Source: an optimization exercise on an open RTL-to-GDS flow (aim: small area and a short achievable clock period). Production flows keep margins and buffers that such runs may drop. Only simulation tests tie the RTL to the original design; equivalence was not proved.

// conv_bn_act
module conv_bn_act #(
    parameter DATA_WIDTH = 16
)(
    input  logic                  clk,
    input  logic                  rst_n,
    input  logic [DATA_WIDTH-1:0] in_data,
    input  logic                  in_valid,
    output logic                  in_ready,
    output logic [DATA_WIDTH-1:0] out_data,
    output logic                  out_valid,
    input  logic                  enable_bn,
    input  logic                  use_relu          
);
==> flow/config.mk <==
export PLATFORM = sky130hd
export DESIGN_NAME = conv_bn_act
export DESIGN_NICKNAME = conv_bn_act
export VERILOG_FILES = /design/flow/design.v
export SDC_FILE = /design/flow/constraint.sdc
export NUM_CORES = 4
export LEC_CHECK = 0
export CAP_MARGIN = 20
export CORE_MARGIN = 2
export CORE_UTILIZATION = 40
export SLEW_MARGIN = 20
==> flow/constraint.sdc <==
create_clock -name core_clock -period 18.0 [get_ports {clk}]
set_input_delay 3.6000 -clock core_clock [delete_from_list [all_inputs] [get_ports {clk}]]
set_output_delay 3.6000 -clock core_clock [all_outputs]
set_load 0.01 [all_outputs]
run.sh (not shown) runs the stock make flow with config.mk's settings and CLKGATE_MAP_FILE= SYNTH_SCRIPT=/design/flow/synth_recipe.tcl, a recipe that flattens the netlist after the stock synthesis.
The first run ran to the end with no violations.
Edit:
CORE_UTILIZATION = 60   (was 40)
What happened: Clock-buffer cell count went down by 7. Area after synthesis stays the same. Cell count went down by 7.0%. Core utilization went up by 22 points. Maximum frequency barely changes. Final area went down by 0.89%. Routed wire length barely changes. Setup slack barely changes. Sequential cell count is unchanged.
Edit:
CORE_UTILIZATION = 75   (was 60)
Effect: Sequential cell count is unchanged; count of clock-buffer cells in the layout is unchanged; final area fell slightly; wire length rose slightly; synthesized cell count does not change.

---

The RTL this note starts from:
==> flow/design.v <==
module vector_alu (
    input  logic        clk,
    input  logic        rst_n,
    input  logic [15:0] in_data,
    input  logic        in_valid,
    output logic        in_ready,
    output logic [15:0] y,
    output logic        y_valid,
    input  logic        enable_bn
);
    localparam logic [1:0] IDLE = 2'd0, LOAD_PARAMS = 2'd1, PROCESS = 2'd2, FINISH = 2'd3;
    logic [1:0]  current_state, next_state;
    logic [3:0]  load_count;
    logic        params_loaded;
    logic [15:0] bn_gamma, bn_beta, w4;
    logic [31:0] bn_g;      
    logic [31:0] bn_m;      
    logic        loading, take;
    logic        processing_valid;
    assign loading  = (current_state == LOAD_PARAMS);
    assign take     = (current_state == PROCESS) && in_valid;
    assign in_ready = (current_state != FINISH);
    always_comb begin
        next_state = current_state;
        case (current_state)
            IDLE:        if (in_valid) next_state = LOAD_PARAMS;
            LOAD_PARAMS: if (params_loaded) next_state = PROCESS;
            PROCESS:     if (!in_valid) next_state = FINISH;
            default: begin
                if (in_valid) next_state = PROCESS;
                else if (!y_valid) next_state = IDLE;
            end
        endcase
    end
    logic cnt3, take_w0, take_w4, op_g, op_m;
    assign cnt3    = loading && (load_count == 4'd3);
    assign take_w0 = loading && in_valid && (load_count == 4'd4);
    assign take_w4 = loading && in_valid && (load_count == 4'd8);
    always_ff @(posedge clk or negedge rst_n) begin
        if (!rst_n) begin
            current_state    <= IDLE;
            load_count       <= '0;
            params_loaded    <= 1'b0;
            w4               <= '0;
            processing_valid <= 1'b0;
            y_valid          <= 1'b0;
            op_g             <= 1'b0;
            op_m             <= 1'b0;
        end else begin
            current_state <= next_state;
            if (loading && in_valid && load_count != 4'd9)
                load_count <= load_count + 4'd1;
            if (take_w4)
                w4 <= in_data;
            if (load_count[3])
                params_loaded <= 1'b1;
            if (next_state == IDLE) begin
                load_count    <= '0;
                params_loaded <= 1'b0;
            end
            processing_valid <= take;
            y_valid          <= processing_valid;
            op_g             <= cnt3 || take_w4;
            op_m             <= take_w0;
        end
    end
    always_ff @(posedge clk) begin
        if (loading && in_valid) begin
            if (load_count == 4'd2) bn_gamma   <= in_data;
            if (load_count == 4'd3) bn_beta    <= in_data;
        end
    end
    logic [16:0] x_q;
    logic [31:0] bb_q, mt, prod, p_q;
    logic        bn_q, bn2_q;
    always_ff @(posedge clk) begin
        if (cnt3)         x_q <= {w4[15], w4};
        else if (take_w0) x_q <= {1'b0, bn_m[15:0]};
        else              x_q <= {in_data[15], in_data};
        if (cnt3 || take_w0 || take_w4) bb_q <= {16'd0, bn_gamma};
        else if (enable_bn)             bb_q <= op_g ? prod : bn_g;
        else                            bb_q <= {{16{w4[15]}}, w4};
        bn_q <= take && enable_bn;
    end
    assign mt   = bn_q ? bn_m : 32'd0;
    assign prod = x_q[15:0] * bb_q - (x_q[16] ? {bb_q[15:0], 16'd0} : 32'd0) - mt;
    always_ff @(posedge clk) begin
        if (op_g) bn_g <= prod;
        if (op_m) bn_m <= prod;
        else if (loading && in_valid && load_count == 4'd0) bn_m <= {16'd0, in_data};
        p_q   <= prod;
        bn2_q <= bn_q;
    end
    logic [15:0] lo;
    logic        bn_sat, conv_ovf;
    assign lo       = {1'b0, p_q[22:8]} + {1'b0, bn_beta[14:0]};
    assign bn_sat   = (|p_q[31:23]) | bn_beta[15] | lo[15];
    assign conv_ovf = ~((&p_q[31:15]) | ~(|p_q[31:15]));
    always_comb begin
        if (bn2_q)
            y = bn_sat ? 16'h7fff : {1'b0, lo[14:0]};
        else if (conv_ovf)
            y = p_q[31] ? 16'h8000 : 16'h7fff;
        else
            y = p_q[15:0];
    end
endmodule
module activation_unit (
    input  logic        clk,
    input  logic        rst_n,
    input  logic [15:0] in_data,
    input  logic        in_valid,
    output logic [15:0] out_data,
    output logic        out_valid,
    input  logic        use_relu
);
    logic signed [15:0] y;
    assign y = $signed(in_data);
    logic n, mid, hi;
    assign n   = y[15];
    assign mid = (y >= -16'sd767) && (y <= 16'sd768);
    assign hi  = (y >= 16'sd769) && (y <= 16'sd31999);
    logic [9:0]  a;
    logic [20:0] sq, s;
    assign a = y[9:0];
    always_comb begin
        sq = '0;
        for (int i = 0; i < 10; i++) begin
            sq = sq + ({20'd0, a[i]} << (2 * i));
            for (int j = 0; j < 10; j++)
                if (j > i) sq = sq + ({20'd0, a[i] & a[j]} << (i + j + 1));
        end
    end
    assign s = sq + ({11'd0, a} << 9) + ({11'd0, a} << 8)
             - (n ? ({11'd0, a} << 11) : 21'd0) + {1'b0, n, 19'd0};
    logic [15:0] q_hi;
    assign q_hi = in_data - ((y >= 16'sd21846) ? 16'd21846 : (y >= 16'sd10923) ? 16'd10923 : 16'd0);
    logic [11:0] w_q;
    logic [15:0] v_q;
    logic        msel_q, n_q;
    always_ff @(posedge clk) begin
        w_q    <= s[20:9];
        n_q    <= n;
        msel_q <= !use_relu && mid;
        v_q    <= use_relu ? (n ? 16'd0 : in_data) : (hi ? q_hi : 16'd0);
    end
    always_ff @(posedge clk or negedge rst_n) begin
        if (!rst_n) out_valid <= 1'b0;
        else        out_valid <= in_valid;
    end
    logic [1:0] t [5][13];   
    logic [1:0] r [13];      
    logic [9:0] d3;
    function automatic logic [1:0] add3(input logic [1:0] p, input logic [1:0] q);
        add3[0] = (~p[1] & ~p[0] & q[0]) | (p[0] & ~q[1] & ~q[0]) | (p[1] & q[1]);
        add3[1] = (~p[1] & ~p[0] & q[1]) | (p[1] & ~q[1] & ~q[0]) | (p[0] & q[0]);
    endfunction
    always_comb begin
        for (int i = 0; i < 13; i++)
            t[0][i] = (i == 12) ? 2'd0 : (i % 2) ? {w_q[i], 1'b0} : {1'b0, w_q[i]};
        for (int l = 1; l < 5; l++)
            for (int i = 0; i < 13; i++)
                t[l][i] = (i + (1 << (l - 1)) < 13) ? add3(t[l-1][i], t[l-1][(i + (1 << (l - 1))) % 13]) : t[l-1][i];
        for (int i = 0; i < 13; i++)
            r[i] = (i % 2) ? {t[4][i][0], t[4][i][1]} : t[4][i];
        for (int i = 0; i < 10; i++)
            d3[i] = r[i+1][1] | (r[i+1][0] & w_q[i]);
    end
    assign out_data = msel_q ? {n_q ? 6'h0a : 6'h00, n_q ? 2'b10 : d3[9:8], d3[7:0]} : v_q;
endmodule
module conv_bn_act #(
    parameter DATA_WIDTH = 16
)(
    input  logic                  clk,
    input  logic                  rst_n,
    input  logic [DATA_WIDTH-1:0] in_data,
    input  logic                  in_valid,
    output logic                  in_ready,
    output logic [DATA_WIDTH-1:0] out_data,
    output logic                  out_valid,
    input  logic                  enable_bn,
    input  logic                  use_relu          
);
    logic [15:0] valu_y;
    logic        valu_y_valid;
    vector_alu valu_inst (
        .clk      (clk),
        .rst_n    (rst_n),
        .in_data  (in_data),
        .in_valid (in_valid),
        .in_ready (in_ready),
        .y        (valu_y),
        .y_valid  (valu_y_valid),
        .enable_bn(enable_bn)
    );
    activation_unit act_inst (
        .clk      (clk),
        .rst_n    (rst_n),
        .in_data  (valu_y),
        .in_valid (valu_y_valid),
        .out_data (out_data),
        .out_valid(out_valid),
        .use_relu (use_relu)
    );
endmodule
Settings: LEC_CHECK=0, CAP_MARGIN=20, CORE_MARGIN=2, CORE_UTILIZATION=40, SLEW_MARGIN=20; clock period 18.0 ns.
standard.sh (not shown) runs the stock make flow with config.mk's settings and CLKGATE_MAP_FILE= SYNTH_SCRIPT=/design/flow/synth_recipe.tcl, a recipe that flattens the netlist after the stock synthesis.
==> flow/flow/run.sh <==
#!/bin/bash
# Standard synthesis, then inverters around full adders folded into the adders'
# polarity (flow/invfold.py), then the standard layout from floorplan on.
set -euo pipefail
export SETUP_SLACK_MARGIN=12.5
here=$(pwd)
bash standard.sh synth > "$here/synth.log" 2>&1
R=orfs/results/${FLOW_PLATFORM}/conv_bn_act/base
cp "$R/1_2_yosys.v" "$here/1_2_yosys.std.v"
python3 flow/invfold.py "$here/1_2_yosys.std.v" "$R/1_2_yosys.v" > "$here/invfold.log" 2>&1
rm -f "$R/1_synth.odb" "$R/1_synth.sdc"
bash standard.sh > "$here/layout.log" 2>&1
Other scripts of this flow, unchanged in this note and not shown: flow/flow/invfold.py
Next try:
--- a/flow/flow/run.sh
+++ b/flow/flow/run.sh
@@ -5 +5 @@
-export SETUP_SLACK_MARGIN=12.5
+export SETUP_SLACK_MARGIN=11.5
Outcome: The changed run passed the timing, DRC and antenna checks. Worst setup slack loses 0.069 ns. Non-clock buffer count fell by 231. Cell area went down by roughly a tenth. Via count shrinks by a little under a tenth. Worst hold slack gets better by 0.0081 ns. First-iteration DRC count goes down by about a fifth.
Next try:
--- a/flow/flow/run.sh
+++ b/flow/flow/run.sh
@@ -5 +5 @@
-export SETUP_SLACK_MARGIN=11.5
+export SETUP_SLACK_MARGIN=13.5
Setup slack is better by 0.20 ns.
Global-route usage rises by 4.5 points.
Via count goes up by about 11%.
Routed wire length increases by 23%.
Sequential cell count stays the same.

---

## run R
Starts from the design.v that is shown in full above.
==> flow/config.mk <==
export PLATFORM = sky130hd
export DESIGN_NAME = conv_bn_act
export DESIGN_NICKNAME = conv_bn_act
export VERILOG_FILES = /design/flow/design.v
export SDC_FILE = /design/flow/constraint.sdc
export NUM_CORES = 4
export LEC_CHECK = 0
export CAP_MARGIN = 20
export CORE_MARGIN = 2
export CORE_UTILIZATION = 40
export SLEW_MARGIN = 20
==> flow/constraint.sdc <==
create_clock -name core_clock -period 18.0 [get_ports {clk}]
set_input_delay 3.6000 -clock core_clock [delete_from_list [all_inputs] [get_ports {clk}]]
set_output_delay 3.6000 -clock core_clock [all_outputs]
set_load 0.01 [all_outputs]
==> flow/flow/run.sh <==
#!/bin/bash
# Standard synthesis, then inverters around full adders folded into the adders'
# polarity (flow/invfold.py), then the standard layout from floorplan on.
set -euo pipefail
here=$(pwd)
bash standard.sh synth > "$here/synth.log" 2>&1
R=orfs/results/${FLOW_PLATFORM}/conv_bn_act/base
cp "$R/1_2_yosys.v" "$here/1_2_yosys.std.v"
python3 flow/invfold.py "$here/1_2_yosys.std.v" "$R/1_2_yosys.v" > "$here/invfold.log" 2>&1
rm -f "$R/1_synth.odb" "$R/1_synth.sdc"
bash standard.sh > "$here/layout.log" 2>&1
Other scripts of this flow, unchanged in this note and not shown: flow/flow/invfold.py
### run R -> run M
-- flow/flow/run.sh --
<<< run R, line 4
set -euo pipefail
here=$(pwd)
>>> run M, line 4
set -euo pipefail
export SETUP_SLACK_MARGIN=10.5
here=$(pwd)
## What came out
Run M vs. run R: area added between synthesis and finish level.
Run M gives less critical path depth than run R did.
Routed wire length delta (run M -> run R): insignificant
Sort run M and run R by fraction of layout cells with a size suffix above 1 asc -> top: run R
Compared with run R, run M supports a higher clock frequency.
First-iteration DRC count: run M vs run R down 77
There was hardly any difference in fill cell total of the finished layout between run R and run M.
Setup slack after layout: run M better than run R
Run R -> run M: first-pass GRT wire length flat

---

Another version of the RTL of conv_bn_act (not shown whole).
Size in the first run: ~24,000 sq um of cells after synthesis.
clock: 18.0 ns
lec_check: 0
cap_margin: 20
core_margin: 2
core_utilization: 40
slew_margin: 20
==> flow/flow/run.sh <==
#!/bin/bash
# Standard synthesis, then inverters around full adders folded into the adders'
# polarity (flow/invfold.py), then the standard layout from floorplan on, with
# timing repair aiming at a setup slack of SETUP_SLACK_MARGIN.
set -euo pipefail
export SETUP_SLACK_MARGIN=11.5
here=$(pwd)
bash standard.sh synth > "$here/synth.log" 2>&1
R=orfs/results/${FLOW_PLATFORM}/conv_bn_act/base
cp "$R/1_2_yosys.v" "$here/1_2_yosys.std.v"
python3 flow/invfold.py "$here/1_2_yosys.std.v" "$R/1_2_yosys.v" > "$here/invfold.log" 2>&1
rm -f "$R/1_synth.odb" "$R/1_synth.sdc"
bash standard.sh > "$here/layout.log" 2>&1
Other scripts of this flow, unchanged in this note and not shown: flow/flow/invfold.py
The first run went through all stages and came out clean.
Then changed:
--- a/flow/flow/run.sh
+++ b/flow/flow/run.sh
@@ -4,5 +4,5 @@
 # timing repair aiming at a setup slack of SETUP_SLACK_MARGIN.
 set -euo pipefail
-export SETUP_SLACK_MARGIN=11.5
+export SETUP_SLACK_MARGIN=12.3
 here=$(pwd)
 bash standard.sh synth > "$here/synth.log" 2>&1
What happened:
- sequential share of layout area came out lower by 1.9 points
- final area goes up by 11%
- synthesized area is unchanged
- count of clock-buffer cells in the layout rose by 6
- global-route usage goes up by 1.2 points
Then changed:
--- a/flow/flow/run.sh
+++ b/flow/flow/run.sh
@@ -4,5 +4,5 @@
 # timing repair aiming at a setup slack of SETUP_SLACK_MARGIN.
 set -euo pipefail
-export SETUP_SLACK_MARGIN=12.3
+export SETUP_SLACK_MARGIN=11.5
 here=$(pwd)
 bash standard.sh synth > "$here/synth.log" 2>&1
Settings changed: CORE_UTILIZATION 40 to 60.
- The new run completed without violations
- final area goes down by roughly a tenth
- synthesized area stays the same
- routed wire length decreases by a few percent
- sequential cell count is unchanged
- global-route usage grows by 11 points
- hold slack loses 0.0070 ns
- via count shrinks by a few percent
- setup slack loses 0.53 ns
- cell count goes down by roughly a tenth
- die area falls by a quarter to a third
Then changed:
--- a/flow/flow/run.sh
+++ b/flow/flow/run.sh
@@ -4,5 +4,5 @@
 # timing repair aiming at a setup slack of SETUP_SLACK_MARGIN.
 set -euo pipefail
-export SETUP_SLACK_MARGIN=11.5
+export SETUP_SLACK_MARGIN=11.8
 here=$(pwd)
 bash standard.sh synth > "$here/synth.log" 2>&1
Settings changed: CORE_UTILIZATION 60 to 40.
After rerunning: Utilization decreases by 21 points; die area increases by well over a third; first-iteration DRC count decreases by roughly a tenth; synthesized cell count does not change; cell count increases by roughly a tenth; routed wire length decreases slightly.

---

## old
conv_bn_act, a different RTL version from the one above (not shown whole).
Size: about 2400 cells after synthesis, roughly 39 I/O pins, ~23000 µm² of cells after synthesis.
==> flow/design.v (excerpt) <==
module conv_bn_act #(
    parameter DATA_WIDTH = 16
)(
    input  logic                  clk,
    input  logic                  rst_n,
    input  logic [DATA_WIDTH-1:0] in_data,
    input  logic                  in_valid,
    output logic                  in_ready,
    output logic [DATA_WIDTH-1:0] out_data,
    output logic                  out_valid,
    input  logic                  enable_bn,
    input  logic                  use_relu          
);
==> flow/config.mk <==
export PLATFORM = sky130hd
export DESIGN_NAME = conv_bn_act
export DESIGN_NICKNAME = conv_bn_act
export VERILOG_FILES = /design/flow/design.v
export SDC_FILE = /design/flow/constraint.sdc
export NUM_CORES = 4
export LEC_CHECK = 0
export CAP_MARGIN = 20
export CORE_MARGIN = 2
export CORE_UTILIZATION = 40
export SLEW_MARGIN = 20
==> flow/constraint.sdc <==
create_clock -name core_clock -period 18.0 [get_ports {clk}]
set_input_delay 3.6000 -clock core_clock [delete_from_list [all_inputs] [get_ports {clk}]]
set_output_delay 3.6000 -clock core_clock [all_outputs]
set_load 0.01 [all_outputs]
==> flow/flow/run.sh <==
#!/bin/bash
# Standard synthesis, then inverters around full adders folded into the adders'
# polarity (flow/invfold.py), then the standard layout from floorplan on, with
# timing repair aiming at a setup slack of SETUP_SLACK_MARGIN.
set -euo pipefail
export SETUP_SLACK_MARGIN=11.5
here=$(pwd)
bash standard.sh synth > "$here/synth.log" 2>&1
R=orfs/results/${FLOW_PLATFORM}/conv_bn_act/base
cp "$R/1_2_yosys.v" "$here/1_2_yosys.std.v"
python3 flow/invfold.py "$here/1_2_yosys.std.v" "$R/1_2_yosys.v" > "$here/invfold.log" 2>&1
rm -f "$R/1_synth.odb" "$R/1_synth.sdc"
bash standard.sh > "$here/layout.log" 2>&1
Other scripts of this flow, unchanged in this note and not shown: flow/flow/invfold.py
diff inputs: old => new
-- flow/flow/run.sh --
<<< old, line 3
# polarity (flow/invfold.py), then the standard layout from floorplan on, with
# timing repair aiming at a setup slack of SETUP_SLACK_MARGIN.
>>> new, line 3
# polarity (flow/invfold.py), then the standard layout from floorplan on.
Results
old: all stages complete, timing, DRC and antenna checks passed. new finished all stages; the layout is clean. From new to old, post-synthesis instance area did not move at all. Changes observed in new relative to old: count of nets left with antenna violations after detail routing ~0 delta, total nets after synthesis roughly the same. First-iteration DRC count: old vs new identical. Max capacitance violation total came out exactly the same in new and old. old → new: global-route usage neither gained nor lost much. From new to old, first-pass GRT wire length did not move at all. Between new and old, the difference in worst path setup slack after routing is negligible.

what the ideal ports hide:
No port has a modelled driver above. Below, the same layouts with a new extraction and two added sets of constraints. Step 1, drivers: a clkbuf_16 drives clk and a buf_2 each remaining input, both assumed. Step 2 also shifts input and output timing later by t, the mid clock arrival at the registers, as if the neighbouring blocks saw the same clock. a / b / c = ideal / step 1 / step 2; a / b = the first two.
run	shift t [ns]	setup WS [ns]	worst setup path at the end	clock arrival spread, ns	pins driven straight from the clock port
the first run of note 1	0.579	10.563 / 10.563 / 10.563	register to register	0.012 / 0.012	1
the second run of note 1	0.628	10.564 / 10.503 / 10.750	register to register	0.014 / 0.014	1
the third run of note 1	0.598	10.324 / 10.324 / 10.324	register to register	0.027 / 0.026	1
the first run of note 2	0.625	11.516 / 11.459 / 11.648	register to register	0.061 / 0.061	1
the second run of note 2	0.593	11.447 / 11.390 / 11.665	register to register	0.019 / 0.019	1
the third run of note 2	0.615	11.645 / 11.585 / 11.689	register to register	0.020 / 0.020	1
run R	0.600	10.437 / 10.376 / 10.783	register to register	0.014 / 0.014	1
run M	0.599	10.750 / 10.689 / 10.863	register to register	0.012 / 0.011	1
the first run of note 4	0.651	11.704 / 11.640 / 11.736	register to register	0.046 / 0.046	1
the second run of note 4	0.645	12.205 / 12.205 / 11.866	input to register	0.019 / 0.020	1
the third run of note 4	0.638	11.672 / 11.612 / 11.336	input to register	0.042 / 0.042	1
the fourth run of note 4	0.643	11.932 / 11.871 / 11.797	input to register	0.030 / 0.030	1
old	0.629	11.473 / 11.414 / 11.291	input to register	0.033 / 0.033	1
new	0.629	11.473 / 11.414 / 11.291	input to register	0.033 / 0.033	1
After both steps setup and hold are still met in every run listed. The setup slack of the second run of note 4, which loses most, moves by 0.000 ns with the drivers and by -0.339 ns with both steps.
